Source: an optimization exercise on an open RTL-to-GDS flow (aim: small area, a short achievable clock period and few clock cycles per item). Production flows keep margins and buffers that such runs may drop. Where RTL was checked, it was by simulation tests only, not by an equivalence proof against the original. For run 1, only the layout was checked, not whether the RTL still works. In every run shown here, the design's own scripts or RTL, not TritonCTS, make the clock network. The flow treats the clock pin as an ideal source. Dropping or thinning the clock tree relies on that and would not hold on a real chip. No activity file was given, so power comes from the tool's default toggle rates.

## flow/design.v (module list and top-level ports; edited modules follow where they fit)
// module mac_neuron: 1421 lines
// module booth_enc: 7 lines
// module inv_c: 3 lines
// module nand2_c: 3 lines
// module nor2_c: 3 lines
// module or2_c: 3 lines
// module xor2_c: 3 lines
// module xnor2_c: 3 lines
// module a22oi_c: 3 lines
// module a21oi_c: 3 lines
// module o21ai_c: 3 lines
// module o22ai_c: 3 lines
// module a21o_c: 3 lines
// module and2_c: 3 lines
// module fa_cell: 4 lines
// module ha_cell: 4 lines
module mac_neuron(
	input clk,
	input rst,
	input in_valid,
	output in_ready,
	input [15:0] in_x,
	input [15:0] in_w,
	input in_last,
	output reg out_valid,
	output [15:0] out_data
);
  // ...
==> flow/flow/run.sh <==
#!/bin/bash
set -euo pipefail
source flow/env.sh
bash standard.sh > std_flow.log 2>&1
==> flow/flow/env.sh <==
export SETUP_SLACK_MARGIN=8.0
export BUFFER_PORTS_ARGS="-buffer_cell sky130_fd_sc_hd__buf_1"
export PRE_CTS_TCL=$PWD/flow/manual_cts.tcl
export MCTS_NBUF=8
export MCTS_NROOT=2
export MCTS_CELL=sky130_fd_sc_hd__clkbuf_8
==> flow/flow/manual_cts.tcl <==
# Clock tree of one or two levels: the clock port drives MCTS_NROOT buffers (or, with
# MCTS_NROOT 0, the leaf buffers directly); the leaf buffers each drive the flip-flops of
# one cluster (balanced k-means on their placement). Sourced as PRE_CTS_TCL: it replaces
# clock_tree_synthesis for this design.
rename clock_tree_synthesis orig_clock_tree_synthesis

# balanced k-means: returns {assign mx my used}
proc mcts_kmeans {xs ys k} {
  set n [llength $xs]
  set cx 0; set cy 0
  foreach x $xs y $ys { set cx [expr {$cx + $x}]; set cy [expr {$cy + $y}] }
  set cx [expr {$cx / $n}]; set cy [expr {$cy / $n}]
  set order {}
  for {set i 0} {$i < $n} {incr i} {
    lappend order [list $i [expr {atan2([lindex $ys $i] - $cy, [lindex $xs $i] - $cx)}]]
  }
  set order [lsort -real -index 1 $order]
  set assign [lrepeat $n 0]
  for {set j 0} {$j < $n} {incr j} { lset assign [lindex $order $j 0] [expr {$j * $k / $n}] }
  set cap [expr {int(ceil(double($n) / $k)) + 1}]
  set used [lrepeat $k 0]
  for {set iter 0} {$iter < 30} {incr iter} {
    set mx [lrepeat $k 0.0]; set my [lrepeat $k 0.0]; set cnt [lrepeat $k 0]
    for {set i 0} {$i < $n} {incr i} {
      set c [lindex $assign $i]
      lset mx $c [expr {[lindex $mx $c] + [lindex $xs $i]}]
      lset my $c [expr {[lindex $my $c] + [lindex $ys $i]}]
      lset cnt $c [expr {[lindex $cnt $c] + 1}]
    }
    for {set c 0} {$c < $k} {incr c} {
      if {[lindex $cnt $c] > 0} {
        lset mx $c [expr {[lindex $mx $c] / [lindex $cnt $c]}]
        lset my $c [expr {[lindex $my $c] / [lindex $cnt $c]}]
      }
    }
    set pairs {}
    for {set i 0} {$i < $n} {incr i} {
      for {set c 0} {$c < $k} {incr c} {
        set d [expr {abs([lindex $xs $i] - [lindex $mx $c]) + abs([lindex $ys $i] - [lindex $my $c])}]
        lappend pairs [list $d $i $c]
      }
    }
    set pairs [lsort -real -index 0 $pairs]
    set done [lrepeat $n 0]; set used [lrepeat $k 0]
    set new [lrepeat $n 0]
    foreach p $pairs {
      lassign $p d i c
      if {[lindex $done $i]} continue
      if {[lindex $used $c] >= $cap} continue
      lset new $i $c; lset done $i 1; lset used $c [expr {[lindex $used $c] + 1}]
    }
    set assign $new
  }
  return [list $assign $mx $my $used]
}

proc clock_tree_synthesis {args} {
  set nleaf [expr {[info exists ::env(MCTS_NBUF)] ? $::env(MCTS_NBUF) : 8}]
  set nroot [expr {[info exists ::env(MCTS_NROOT)] ? $::env(MCTS_NROOT) : 2}]
  set leafm [expr {[info exists ::env(MCTS_CELL)] ? $::env(MCTS_CELL) : "sky130_fd_sc_hd__clkbuf_16"}]
  set rootm [expr {[info exists ::env(MCTS_ROOT_CELL)] ? $::env(MCTS_ROOT_CELL) : "sky130_fd_sc_hd__clkbuf_16"}]
  set block [ord::get_db_block]
  set db [ord::get_db]
  set clknet [$block findNet clk]
  set sinks [$clknet getITerms]
  set n [llength $sinks]
  puts "manual cts: $n sinks, $nleaf leaf buffers ($leafm), $nroot root buffers ($rootm)"
  set xs {}; set ys {}
  foreach it $sinks {
    set bb [[$it getInst] getBBox]
    lappend xs [expr {([$bb xMin] + [$bb xMax]) / 2.0}]
    lappend ys [expr {([$bb yMin] + [$bb yMax]) / 2.0}]
  }
  lassign [mcts_kmeans $xs $ys $nleaf] assign mx my used
  puts "manual cts: leaf cluster sizes $used"
  set lnets {}
  for {set c 0} {$c < $nleaf} {incr c} {
    set inst [odb::dbInst_create $block [$db findMaster $leafm] "mcts_leaf_$c"]
    set net [odb::dbNet_create $block "mcts_clk_leaf_$c"]
    $net setSigType CLOCK
    [$inst findITerm X] connect $net
    $inst setLocation [expr {int([lindex $mx $c])}] [expr {int([lindex $my $c])}]
    $inst setPlacementStatus PLACED
    lappend leaves $inst
    set bnet($c) $net
  }
  for {set i 0} {$i < $n} {incr i} {
    set it [lindex $sinks $i]
    $it disconnect
    $it connect $bnet([lindex $assign $i])
  }
  if {$nroot == 0} {
    foreach inst $leaves { [$inst findITerm A] connect $clknet }
    return
  }
  lassign [mcts_kmeans $mx $my $nroot] rassign rx ry rused
  puts "manual cts: root cluster sizes $rused"
  for {set r 0} {$r < $nroot} {incr r} {
    set inst [odb::dbInst_create $block [$db findMaster $rootm] "mcts_root_$r"]
    set net [odb::dbNet_create $block "mcts_clk_root_$r"]
    $net setSigType CLOCK
    [$inst findITerm A] connect $clknet
    [$inst findITerm X] connect $net
    $inst setLocation [expr {int([lindex $rx $r])}] [expr {int([lindex $ry $r])}]
    $inst setPlacementStatus PLACED
    set rnet($r) $net
  }
  for {set c 0} {$c < $nleaf} {incr c} {
    [[lindex $leaves $c] findITerm A] connect $rnet([lindex $rassign $c])
  }
}
==> flow/standard.sh <==
#!/bin/bash
# synth_recipe.tcl (not shown) runs the flow's synth.tcl, then flattens the netlist and writes it again
# the make line also repeats each setting of config.mk as NAME=value (left out here)
make -C /OpenROAD-flow-scripts/flow DESIGN_CONFIG=/design/flow/config.mk WORK_HOME=/design/flow/orfs CLKGATE_MAP_FILE= SYNTH_SCRIPT=/design/flow/synth_recipe.tcl "${@:-finish}"
==> flow/config.mk <==
export PLATFORM = sky130hd
export DESIGN_NAME = mac_neuron
export DESIGN_NICKNAME = mac_neuron
export VERILOG_FILES = /design/flow/design.v
export SDC_FILE = /design/flow/constraint.sdc
export NUM_CORES = 4
export LEC_CHECK = 0
export CAP_MARGIN = 20
export CORE_MARGIN = 2
export CORE_UTILIZATION = 40
export CTS_BUF_LIST = sky130_fd_sc_hd__clkbuf_4 sky130_fd_sc_hd__clkbuf_8
export CTS_CLUSTER_SIZE = 40
export PLACE_DENSITY = 0.6
export SLEW_MARGIN = 20
export SYNTH_HIERARCHICAL = 1
==> flow/constraint.sdc <==
create_clock -name core_clock -period 11.0 [get_ports {clk}]
set_input_delay 2.2000 -clock core_clock [delete_from_list [all_inputs] [get_ports {clk}]]
set_output_delay 2.2000 -clock core_clock [all_outputs]
set_load 0.01 [all_outputs]
==> out/metrics.cfg, run 1 <==
[critical_path]
setup.worst_path.start=acc[15]
path_buf_inv=1
cp-end-kind=output pin
cp_max_fo=3
crit_arrival_ns=0.94
slowest_delay_ns=0.46

[worst_hold_path]
hold_depth=0
whs_endpoint=zl_r

[finish]
drive_above_1_share=0.180
fin_area_um2=11300
flops_and_latches=131
layout_commonest_cell=xor2_1

[place]
portBuffers=52

[route]
dr_total_vias=7206
viasPerCell=5.31

[logic_synthesis]
synth_fa_ha_area_frac=0.265
yosys-top-cells-area=dfxtp_1 27%, fa_1 18%, xor2_1 17%
synth_edf_count=1
ys_top_cells_by_count=191 x xor2_1, 133 x o22ai_1, 130 x dfxtp_1
synth_xor_area_frac=0.205
synth_top_area_frac=0.270
synth_seq_area_share=0.273
synthCells=930
yosysMostFrequentCell=xor2_1

[pwr]
p_seq_frac=0.312
power.static_leakage_uw=0.00501
power_clock_uw=242

[floorplanning]
die_y_um=159
die-area_um2=25300
io_pins=54
die_w_um=159

[global_routing]
met2_usage=0.279
grt_util_all_layers=0.167

[timing]
drv_slew=0
hold_viol_final=0
worstMarginPinSlew_ns=1.05
setup_tns_ns=0
setup_violations=0
slew-limit-headroom=0.296

[cts]
path_clk_slew_ns=0.11

[run_status]
outcome=no timing/DRC/antenna violations

==> inputs of run 2 (changes only) <==
--- a/flow/design.v
+++ b/flow/design.v
@@ -1401,17 +1401,17 @@
 	l2 <= l1;
 	v2 <= v1 & ~rst;
 end
 wire [15:0] ap = {s688, s686, s684, s682, s680, s678, s676, s674, s672, s670, s668, s666, s664, s662, s660, s658};
 wire [15:0] aor = acc | m_r;
 wire a_ovf = ~ap[15] & (g726 ^ acc[15]);
 wire a_z15 = ~ap[0] & (ap[14:1] == aor[13:0]);
 wire a_is8000 = a_s[15] & a_z15;
-wire [15:0] acc_sat = a_ovf ? {acc[15], {14{~acc[15]}}, 1'b1} : {a_s[15:1], a_s[0] | a_is8000};
+wire [15:0] acc_sat = a_ovf ? {m_r[15], {14{~m_r[15]}}, 1'b1} : {a_s[15:1], a_s[0] | a_is8000};
 always @(posedge clk) begin
 	acc <= first ? m_r : acc_sat;
 	if (rst) begin
 		first <= 1'b1;
 		out_valid <= 1'b0;
 	end else begin
 		if (v2) first <= l2;
 		out_valid <= v2 & l2;
==> flow/flow/env.sh (replaced) <==
export SETUP_SLACK_MARGIN=7.8
export BUFFER_PORTS_ARGS="-buffer_cell sky130_fd_sc_hd__buf_1"
export PRE_CTS_TCL=$PWD/flow/manual_cts.tcl
export MCTS_NBUF=8
export MCTS_NROOT=2
==> run 2 against run 1 <==
  * Still clean
  * Sequential power rose by 0.6%
  * Die area shrank 0.73%
  * Power down 0.85%
  * Sequential share of layout area increased by 0.83 points
  * Utilization decreased by 3.4 points
  * Hold slack worse by 0.0089 ns
  * Routed wire length shrank 5.6%
  * Combinational power shrank 7%
  * Global-route usage grew 0.93 points
  * Via count is 5.1% lower
  * Critical path depth grew 4
  * Highest routed layer unchanged
==> out/metrics.cfg, run 2 <==
[run_status]
outcome=no timing/DRC/antenna violations

[route]
drt-wirelength-per-cell_um=17.0
ant_nets=0
wl_um=21700
drtIter0Drc=449
drt_drc_violations_left=0
dr_total_vias=6838  ; -5.1%
viasPerCell=5.37  ; +1.2%
firstDrtPassIters=5

[critical_path]
timing.rr.start=b_neg[6]
reg2reg_depth=5
cp-start-kind=register
path_class=register to register
crit_arrival_ns=3.31  ; +2.37 ns
slowest_delay_ns=0.73  ; +0.27 ns
endpoint=ha_r[10]
cp-end-kind=register
setup.worst_path.start=b_neg[6]
path_depth=5
path_cells=xor2_1 > fa_1 > fa_1 > fa_1 > fa_1
path_buf_inv=0  ; -1
required_ns=11.18
worst_path_max_delay_cell=dfxtp_2
rrSetupSlack_ns=7.87
critPathTopFamily=adder cells
cp_max_fo=18  ; +15
crit_top_cell=fa_1
reg2reg_to=ha_r[10]

[cts]
path_clk_slew_ns=0.07  ; -0.04 ns
insertion_delay_ns=0.32
cts_hold_buf=0

[floorplanning]
core.rowCount=56
die_w_um=159  ; -0.37%
start_util=0.407
io_pins=54  ; unchanged
die-area_um2=25200  ; -0.73%
coreArea_um2=23500
die_y_um=159  ; -0.37%

[timing]
drv_slew=0  ; unchanged
period_needed_ns=3.13
rsz0062_at_grt=no
slew-limit-headroom=0.462  ; +0.166
fin_crit_sh=0.285
setup_tns_ns=0  ; unchanged
setup_violations=0  ; unchanged
fin_skew_ns=0.0188
max_freq_mhz=319
worstMarginPinSlew_ns=0.806  ; -0.249 ns
hold_viol_final=0  ; unchanged

[worst_hold_path]
hp-start=l1
hold_path_class=register to register

[finish]
fillerInstances=2278
fin_area_um2=10500  ; -7.3%
top_regs=ha_r x23, hb_r x23
diodes=0
final_cell_mix=190 x xor2_1, 133 x o22ai_1, 94 x dfxtp_1, 87 x fa_1, 71 x a21o_1
drive_above_1_share=0.0713  ; -0.109
nets=1144
fin_util=0.447
layout_commonest_cell=xor2_1
area_growth_syn_to_layout_pct=9.75

[pwr]
clkPwrFrac=0.135
netSwitchingFraction=0.403
pwr-share-comb=0.549
power.density_nw_per_um2=220
p_int_uw=1380
power.static_leakage_uw=0.00464  ; -7.6%
p_seq_frac=0.316  ; +0.004
switchingPower_uw=933
peakVddDrop_v=0.0000862

[logic_synthesis]
synth_top_area_cell=dfxtp_1
synth_edf_count=0  ; -1
yosys_warnings=7
ys_seq_elements=131
synth_top_flop_cell=dfxtp_1
avgSynthCellArea_um2=10.7
async_reset_ff_frac=0
netlist_area_um2=9560
yosys-top-cells-area=dfxtp_1 27%, fa_1 18%, xor2_1 17%
ys_top_cells_by_count=191 x xor2_1, 133 x o22ai_1, 131 x dfxtp_1
yosysUniqueCellTypes=36
synth_seq_area_share=0.274  ; +0.00103
synth_top_area_frac=0.274  ; +0.00414
synthCells=898  ; -3.4%
yosysMostFrequentCell=xor2_1

[place]
dp_hpwl_um=15700
portBuffers=52  ; unchanged
gp_congestion=0.861
dpl_cell_area_um2=10100

[global_routing]
grt_pass1_vias=6899
antenna_found_initial=0
globalRouteOverflowTotal=0
grt_max_degree=25
grt_pass1_wl_um=35900
grt_util_all_layers=0.176  ; +0.00928

[run]
maxCapViolCount=0

[run 2: cell types whose count changed in the layout (fill, tap and decap cells not counted), sizes merged, moves of 2 or more]
| cell | before | now |
|---|---|---|
| o21ai | 32 | 2 |
| buf | 110 | 61 |
| clkbuf | 15 | 10 |
| a221o | 0 | 14 |
| nand2 | 43 | 27 |
| inv | 7 | 9 |
[run 2: layout make-up]
class / count / area [um2] / share of cell area
plain buffers: 10 / 250 / 0.0238
inverters: 9 / 33.8 / 0.00322
multi-input cells: 743 / 6830 / 0.651
flip-flops and latches: 131 / 2680 / 0.256
well taps: 319 / 399 / 0.0380
repair buffers: 61 / 298 / 0.0284
[run 2: what timing repair did]
action                     CTS  global route
setup endpoints to repair   27            21
gates resized for setup     51             9
pin swaps                    3             2
cloned                       0             0
setup buffers                1             3
[run 2: metal layers]
layer  share of wire  global-route usage  wire, um  vias up
li1                -                   -         -     3304
met1            0.47               0.252     10200     3269
met2            0.45               0.288      9840      239
met3           0.061              0.0220      1320       26
met4           0.016              0.0335       348        0
met5               0                   0         0        -
[run 2: cell families (layout without fill, tap and decap cells)]
| group | Yosys count | after routing | share of synthesized area |
|---|---|---|---|
| DFF | 131 | 131 | 0.274 |
| buffers and inverters | 27 | 80 | 0.0167 |
| and+or+nand+nor | 125 | 125 | 0.0642 |
| other | 2 | 5 | 0.000785 |
| xor gates and xnor gates | 226 | 226 | 0.207 |
| AOI/OAI and AO/OA | 234 | 234 | 0.169 |
| adders and majority gates | 152 | 152 | 0.267 |
| muxes | 1 | 1 | 0.00118 |
[run 2: per-module statistics from Yosys (local to each module, per instance)]
module / area, um2 / times used / cells inside / flops+latches
mac_neuron: 3820 / 1 / 317 / 131
fa_cell: 20.0 / 87 / 1 / 0
ha_cell: 12.5 / 65 / 1 / 0
xnor2_c: 8.76 / 21 / 1 / 0
xor2_c: 8.76 / 168 / 1 / 0
a21o_c: 7.51 / 56 / 1 / 0
booth_enc: 7.51 / 8 / 1 / 0
and2_c: 6.26 / 23 / 1 / 0
o22ai_c: 6.26 / 128 / 1 / 0
or2_c: 6.26 / 5 / 1 / 0
inv_c: 3.75 / 4 / 1 / 0
nand2_c: 3.75 / 8 / 1 / 0
nor2_c: 3.75 / 8 / 1 / 0
[run 2: metrics by stage]
step           hold slack, ns  setup slack (ns)  power, uW  cells
2_1_floorplan           0.310              7.85       1700    901
3_3_place_gp            0.312              7.40       1980   1259
3_5_place_dp            0.312              7.50       2010   1259
4_1_cts                 0.312              7.80       2280   1270
5_1_grt                 0.344              7.80       2540   1273
6_report                0.330              7.87       2310   1273
[run 2: worst min path at each step]
stage,end,slack (ns),cells after the start
2_1_floorplan,l1,0.31,0
3_3_place_gp,l1,0.31,0
3_5_place_dp,l2,0.31,0
4_1_cts,l2,0.31,0
5_1_grt,l1,0.34,0
6_report,l2,0.33,0
[run 2: power by group through the flow]
| stage | logic (uW) | clock network (uW) | registers, uW |
|---|---|---|---|
| after floorplan | 998 | 0 | 705 |
| after global placement | 1250 | 0 | 736 |
| after detailed placement | 1280 | 0 | 738 |
| after CTS | 1290 | 252 | 741 |
| after global routing | 1450 | 345 | 749 |
| final | 1270 | 313 | 731 |
[run 2: worst register-to-register path, cell delays in order, from the launching register on]
cell and delay (ns):
dfxtp_2 0.73, xor2_1 0.27, fa_1 0.49, fa_1 0.50, fa_1 0.59, fa_1 0.43
Testbench counts of run 2, summed over its fixed seeds: cycles 8,224, items 8,192.
==> inputs of run 3 (changes only) <==
==> flow/flow/env.sh (replaced) <==
export SETUP_SLACK_MARGIN=8.0
export BUFFER_PORTS_ARGS="-buffer_cell sky130_fd_sc_hd__buf_1"
export PRE_CTS_TCL=$PWD/flow/manual_cts.tcl
export MCTS_NBUF=8
export MCTS_NROOT=2
==> run 3 against run 2 <==
  * Sequential share of layout area down 0.65 points
  * Power rose by 2.9%
  * Register-to-register slack improved by 0.19 ns
  * Hold slack worse by 0.0032 ns
  * Cell count rose by 4.0%
  * Critical path depth shrank 4
  * Cell area grew 7.1%
  * Synthesized cell count stayed put
  * Via count increased by 2.9%
  * Maximum frequency rose by 4.3%
  * Die area unchanged
  * Worst setup slack better by 0.13 ns
==> out/metrics.cfg, run 3 <==
[run_status]
outcome=no timing/DRC/antenna violations

[finish]
drive_above_1_share=0.178  ; +0.107
fin_util=0.479  ; +0.0317
layout_commonest_cell=xor2_1
fillerInstances=2195  ; -3.6%
diodes=0  ; unchanged
nets=1195  ; +4.5%
area_growth_syn_to_layout_pct=17.5
top_regs=ha_r x23, hb_r x23
final_cell_mix=187 x xor2_1, 120 x o22ai_1, 85 x fa_1, 74 x dfxtp_1, 70 x a21o_1

[floorplanning]
start_util=0.407  ; unchanged
io_pins=54  ; unchanged
die_w_um=159  ; unchanged
die-area_um2=25200  ; unchanged
die_y_um=159  ; unchanged
core.rowCount=56  ; unchanged
coreArea_um2=23500  ; unchanged

[logic_synthesis]
yosysMostFrequentCell=xor2_1
yosysUniqueCellTypes=36  ; unchanged
synth_top_area_cell=dfxtp_1
ys_seq_elements=131  ; unchanged
yosys-top-cells-area=dfxtp_1 27%, fa_1 18%, xor2_1 17%
synth_top_area_frac=0.274  ; unchanged
synth_seq_area_share=0.274  ; unchanged
synth_top_flop_cell=dfxtp_1
async_reset_ff_frac=0  ; unchanged
avgSynthCellArea_um2=10.7  ; unchanged
yosys_warnings=7  ; unchanged
ys_top_cells_by_count=191 x xor2_1, 133 x o22ai_1, 131 x dfxtp_1
synthCells=898  ; unchanged
netlist_area_um2=9560  ; unchanged
synth_edf_count=0  ; unchanged

[critical_path]
cp-start-kind=register
path_class=register to output pin
reg2reg_depth=11  ; +6
cp_max_fo=3  ; -15
cp-end-kind=output pin
path_depth=1  ; -4
crit_arrival_ns=0.80  ; -2.51 ns
required_ns=8.80  ; -2.38 ns
path_buf_inv=1  ; +1
path_cells=buf_2
critPathTopFamily=flip-flops
slowest_delay_ns=0.36  ; -0.37 ns
worst_path_max_delay_cell=dfxtp_4

[pwr]
power.static_leakage_uw=0.00496  ; +7.0%
power.density_nw_per_um2=212  ; -3.9%
power.total_uw=2380  ; +2.9%
peakVddDrop_v=0.000107  ; +24%

[route]
dr_total_vias=7038  ; +2.9%
drt_drc_violations_left=0  ; unchanged
drt-wirelength-per-cell_um=16.7  ; -1.8%
viasPerCell=5.32  ; -1.0%
wl_um=22100  ; +2.1%
drtIter0Drc=418  ; -6.9%
ant_nets=0  ; unchanged
firstDrtPassIters=5  ; unchanged

[timing]
rsz0062_at_grt=yes
period_needed_ns=3.00  ; -0.130 ns
slew-limit-headroom=0.418  ; -0.0442
whs_ns=0.327  ; -0.00323 ns
worstMarginPinSlew_ns=0.872  ; +0.0662 ns
fin_crit_sh=0.273  ; -0.0118
fin_skew_ns=0.0183  ; -0.000495 ns
hold_viol_final=0  ; unchanged
drv_slew=0  ; unchanged
setup_tns_ns=0  ; unchanged
setup_violations=0  ; unchanged
max_freq_mhz=333  ; +4.3%

[global_routing]
grt_max_degree=19  ; -24%
globalRouteOverflowTotal=0  ; unchanged
grt_pass1_wl_um=34400  ; -4.3%
grt_util_all_layers=0.169  ; -0.00767
grt_pass1_vias=6553  ; -5.0%
antenna_found_initial=0  ; unchanged

[worst_hold_path]
hold_path_class=register to register
hold_depth=0  ; unchanged

[place]
portBuffers=52  ; unchanged
dp_hpwl_um=15300  ; -2.7%
gp_congestion=0.849  ; -1.4%

[cts]
path_clk_slew_ns=0.08  ; about the same
insertion_delay_ns=0.31  ; about the same
cts_hold_buf=0  ; unchanged

[run]
maxCapViolCount=0  ; unchanged

==> run 3: per-layer routing <==
| layer | global-route usage | share of wire | vias up |
|---|---|---|---|
| li1 | - | - | 3405 |
| met1 | 0.242 | 0.47 | 3358 |
| met2 | 0.272 | 0.44 | 239 |
| met3 | 0.0231 | 0.065 | 36 |
| met4 | 0.0335 | 0.020 | 0 |
| met5 | 0 | 0 | - |
==> run 3: report_power, final <==
part	total, uW	internal (uW)	switching, uW
Clock	314	162	152
Combinational	1340	665	674
Sequential	728	605	123
==> run 3: cells by family (layout without fill, tap and decap cells) <==
group / after synthesis / after routing / share of synthesized area
compound gates: 234 / 234 / 0.169
mux: 1 / 1 / 0.00118
fa+ha+maj: 152 / 152 / 0.267
simple gates: 125 / 125 / 0.0642
other cells: 2 / 5 / 0.000785
xor+xnor: 226 / 226 / 0.207
buf+inv: 27 / 131 / 0.0167
flops: 131 / 131 / 0.274
==> run 3: final cells by class <==
cell class / instances / area (um2) / share of cell area
timing repair buffer: 112 / 757 / 0.0673
sequential: 131 / 2800 / 0.249
inverter: 9 / 33.8 / 0.00301
multi-input combinational: 743 / 7000 / 0.623
tap: 319 / 399 / 0.0355
buffer: 10 / 250 / 0.0223
==> run 3: repair_timing <==
| item | 4_1_cts | 5_1_grt |
|---|---|---|
| setup buffers | 4 | 53 |
| pin swaps | 5 | 13 |
| setup endpoints to repair | 58 | 61 |
| resized for setup | 79 | 100 |
==> run 3: worst paths after layout <==
| kind | from | end | slack, ns |
|---|---|---|---|
| max reg2reg | acc[1] | acc[0] | 8.06 |
| min reg2reg | zl0 | zl_r | 0.33 |
| min | zl0 | zl_r | 0.33 |
| max | acc[15] | out_data[15] | 8.00 |
==> run 3: per-module statistics from Yosys (local to each module, per instance), a selection <==
module,flip-flops and latches,copies in the design,cells
or2_c,0,5,1
mac_neuron,131,1,317
nor2_c,0,8,1
fa_cell,0,87,1
booth_enc,0,8,1
and2_c,0,23,1
nand2_c,0,8,1
o22ai_c,0,128,1
xor2_c,0,168,1
==> run 3: metrics by stage <==
step	cells	area [um2]	setup WS, ns
CTS	1271	10600	7.79
floorplan	901	9590	7.96
detailed placement	1257	10100	7.60
global route	1324	11200	7.92
finish	1324	11200	8.00
global placement	1257	10100	7.42
==> inputs of run 4 (changes only) <==
==> flow/flow/env.sh (replaced) <==
export SETUP_SLACK_MARGIN=7.9
export BUFFER_PORTS_ARGS="-buffer_cell sky130_fd_sc_hd__buf_1"
export PRE_CTS_TCL=$PWD/flow/manual_cts.tcl
export MCTS_NBUF=8
export MCTS_NROOT=2
==> run 4 against run 3 <==
  * Still clean
  * Hold slack improved by 0.0027 ns
  * Clock power about the same
  * Sequential cell count unchanged
  * Clock skew increased by 0.0015 ns
  * First-iteration DRC count increased by 4.8%
  * Die area unchanged
  * Power decreased by 2.6%
  * Cell count decreased by 3.9%
  * Utilization decreased by 2.7 points
  * Combinational power decreased by 4%
  * Critical path type unchanged
  * Largest cell class unchanged
==> out/metrics.cfg, run 4 <==
[pwr]
power.density_nw_per_um2=219  ; +3.3%
peakVddDrop_v=0.0000930  ; -13%
power.static_leakage_uw=0.00466  ; -6.0%

[floorplanning]
start_util=0.407  ; unchanged
die_w_um=159  ; unchanged
core.rowCount=56  ; unchanged
die-area_um2=25200  ; unchanged
io_pins=54  ; unchanged
die_y_um=159  ; unchanged
coreArea_um2=23500  ; unchanged

[run]
maxCapViolCount=0  ; unchanged

[timing]
setup_slack_ns=7.94  ; -0.0544 ns
max_freq_mhz=327  ; -1.8%
setup_violations=0  ; unchanged
slew-limit-headroom=0.425  ; +0.00741
period_needed_ns=3.06  ; +0.0544 ns
hold_viol_final=0  ; unchanged
fin_crit_sh=0.278  ; +0.00495
fin_skew_ns=0.0197  ; +0.00146 ns
drv_slew=0  ; unchanged
setup_tns_ns=0  ; unchanged
rsz0062_at_grt=yes
worstMarginPinSlew_ns=0.861  ; -0.0111 ns

[critical_path]
cp-start-kind=register
path_buf_inv=1  ; unchanged
required_ns=8.80  ; about the same
path_cells=buf_1
slowest_delay_ns=0.37  ; about the same
timing.rr.start=b_twon[4]
crit_arrival_ns=0.86  ; +0.06 ns
cp_max_fo=3  ; unchanged
path_class=register to output pin
setup.worst_path.start=acc[9]
worst_path_max_delay_cell=dfxtp_1
critPathTopFamily=flip-flops
cp-end-kind=output pin

[global_routing]
grt_pass1_vias=6736  ; +2.8%
grt_max_degree=25  ; +6
met2_usage=0.281  ; +0.00866
top_usage_layer=met2
gr-usage-met1=0.253  ; +0.0107
grt_util_all_layers=0.173  ; +0.00434
globalRouteOverflowTotal=0  ; unchanged
antenna_found_initial=0  ; unchanged
grt_pass1_wl_um=35200  ; +2.5%
use_met3=0.0215  ; -0.00163

[route]
drt-wirelength-per-cell_um=16.8  ; +0.75%
drt_drc_violations_left=0  ; unchanged
dr_total_vias=6786  ; -3.6%
wl_um=21500  ; -3.1%
drtIter0Drc=438  ; +4.8%
firstDrtPassIters=5  ; unchanged
viasPerCell=5.33  ; +0.28%
ant_nets=0  ; unchanged

[logic_synthesis]
yosysMostFrequentCell=xor2_1
ys_seq_elements=131  ; unchanged
ys_top_cells_by_count=191 x xor2_1, 133 x o22ai_1, 131 x dfxtp_1
avgSynthCellArea_um2=10.7  ; unchanged
async_reset_ff_frac=0  ; unchanged
yosys-top-cells-area=dfxtp_1 27%, fa_1 18%, xor2_1 17%
synth_top_area_cell=dfxtp_1
synth_edf_count=0  ; unchanged
synth_seq_area_share=0.274  ; unchanged
synth_top_flop_cell=dfxtp_1
yosysUniqueCellTypes=36  ; unchanged
synthCells=898  ; unchanged
synth_top_area_frac=0.274  ; unchanged
netlist_area_um2=9560  ; unchanged
yosys_warnings=7  ; unchanged

[finish]
fillerInstances=2229  ; +1.5%
top_regs=ha_r x23, hb_r x23
drive_above_1_share=0.0881  ; -0.0901
area_growth_syn_to_layout_pct=10.8
fin_util=0.452  ; -0.0273
diodes=0  ; unchanged
layout_commonest_cell=xor2_1
nets=1144  ; -4.3%
multi_input_area_um2=6870  ; -1.8%
final-seq-area_um2=2750  ; -1.8%
final_cell_mix=190 x xor2_1, 132 x o22ai_1, 90 x dfxtp_1, 87 x fa_1, 70 x a21o_1

[place]
dp_hpwl_um=15500  ; +1.4%
post-place-ws_ns=7.56  ; -0.0475 ns
portBuffers=52  ; unchanged
gp_congestion=0.853  ; +0.53%

[run_status]
outcome=no timing/DRC/antenna violations

[cts]
insertion_delay_ns=0.31  ; about the same
path_clk_slew_ns=0.08  ; about the same
cts_hold_buf=0  ; unchanged

[worst_hold_path]
hp-start=l1
hold_path_class=register to register

run 4: cell counts after synthesis:
Identical to the previous run, type by type.
run 4: timing repair:
action / CTS / global route
setup buffers: 3 / 1
resized for setup: 47 / 47
endpoints found under the setup margin: 52 / 46
pin swaps: 4 / 1
run 4: final cells by class:
cell class / instances / area share
Multi-Input combinational cell: 743 / 0.648
Sequential cell: 131 / 0.260
Tap cell: 319 / 0.0377
Timing Repair Buffer: 61 / 0.0276
Buffer: 10 / 0.0236
Inverter: 9 / 0.00319
run 4: final timing paths:
path                 end  cells past startpoint  slack (ns)
min                   l2                      0        0.33
max          out_data[9]                      1        7.94
min reg2reg           l2                      0        0.33
max reg2reg     ha_r[12]                      6        7.99
run 4: modules after synthesis (local to each module, per instance), a selection:
module / cells inside / cell area [um2] / times used
fa_cell: 1 / 20.0 / 87
ha_cell: 1 / 12.5 / 65
mac_neuron: 317 / 3820 / 1
and2_c: 1 / 6.26 / 23
xor2_c: 1 / 8.76 / 168
nor2_c: 1 / 3.75 / 8
nand2_c: 1 / 3.75 / 8
booth_enc: 1 / 7.51 / 8
xnor2_c: 1 / 8.76 / 21
inv_c: 1 / 3.75 / 4
or2_c: 1 / 6.26 / 5
run 4: layer usage:
| layer | part of all wire | routed length, um |
|---|---|---|
| met5 | 0 | 0 |
| met4 | 0.011 | 233 |
| met3 | 0.065 | 1400 |
| met2 | 0.44 | 9470 |
| met1 | 0.48 | 10400 |
run 4: cell families after synthesis:
| logic type | count (synthesis) | share of synthesized area |
|---|---|---|
| AO/OA/AOI/OAI | 234 | 0.169 |
| XOR/XNOR | 226 | 0.207 |
| adder cells (fa/ha/maj) | 152 | 0.267 |
| flip-flops | 131 | 0.274 |
| AND/OR/NAND/NOR | 125 | 0.0642 |
| buffers and inverters | 27 | 0.0167 |
| other | 2 | 0.000785 |
| multiplexers | 1 | 0.00118 |
run 4: through the flow:
step / hold slack (ns) / cell area [um2] / power [uW] / std cells
floorplan: 0.310 / 9580 / 1700 / 901
global placement: 0.311 / 10100 / 1990 / 1259
detailed placement: 0.313 / 10100 / 2010 / 1259
CTS: 0.313 / 10500 / 2270 / 1272
global route: 0.342 / 10600 / 2550 / 1273
finish: 0.329 / 10600 / 2320 / 1273
run 4: report_power, final:
| group | leakage, uW | internal [uW] | switching [uW] |
|---|---|---|---|
| combinational | 0.00344 | 622 | 655 |
| clock | 0.000123 | 162 | 150 |
| sequential | 0.00110 | 603 | 126 |
| total | 0.00466 | 1390 | 932 |

==> static timing again, ports no longer ideal <==
How much do the figures lean on ideal ports? The routed layouts below were timed once more, with nothing changed but the port constraints.
Step 1 (the two cells are an assumption about what drives the block):
set clk [get_ports {clk}]
set_driving_cell -lib_cell sky130_fd_sc_hd__clkbuf_16 $clk
set_driving_cell -lib_cell sky130_fd_sc_hd__buf_2 [delete_from_list [all_inputs] $clk]
Step 2 adds t to the input delays and takes it off the output delays; t is the mean of the earliest and latest rising clock arrival at the registers after step 1. Input paths then give back, and output paths get back, about the clock's delay inside the block.
a / b / c = ideal / step 1 / step 2; a / b = the first two.
run | shift t [ns] | slack for setup (ns) | hold WS [ns] | clock arrival spread, ns
run 1 | 0.371 | 7.857 / 7.794 / 7.736 | 0.339 / 0.339 / 0.339 | 0.035 / 0.034
run 2 | 0.365 | 7.868 / 7.844 / 7.765 | 0.330 / 0.330 / 0.330 | 0.019 / 0.019
run 3 | 0.362 | 7.998 / 7.937 / 7.746 | 0.326 / 0.326 / 0.326 | 0.018 / 0.019
run 4 | 0.362 | 7.944 / 7.885 / 7.715 | 0.329 / 0.329 / 0.329 | 0.020 / 0.020
After both steps setup and hold are still met in every run listed. The setup slack of run 3, which loses most, moves by -0.061 ns with the drivers and by -0.252 ns with both steps.
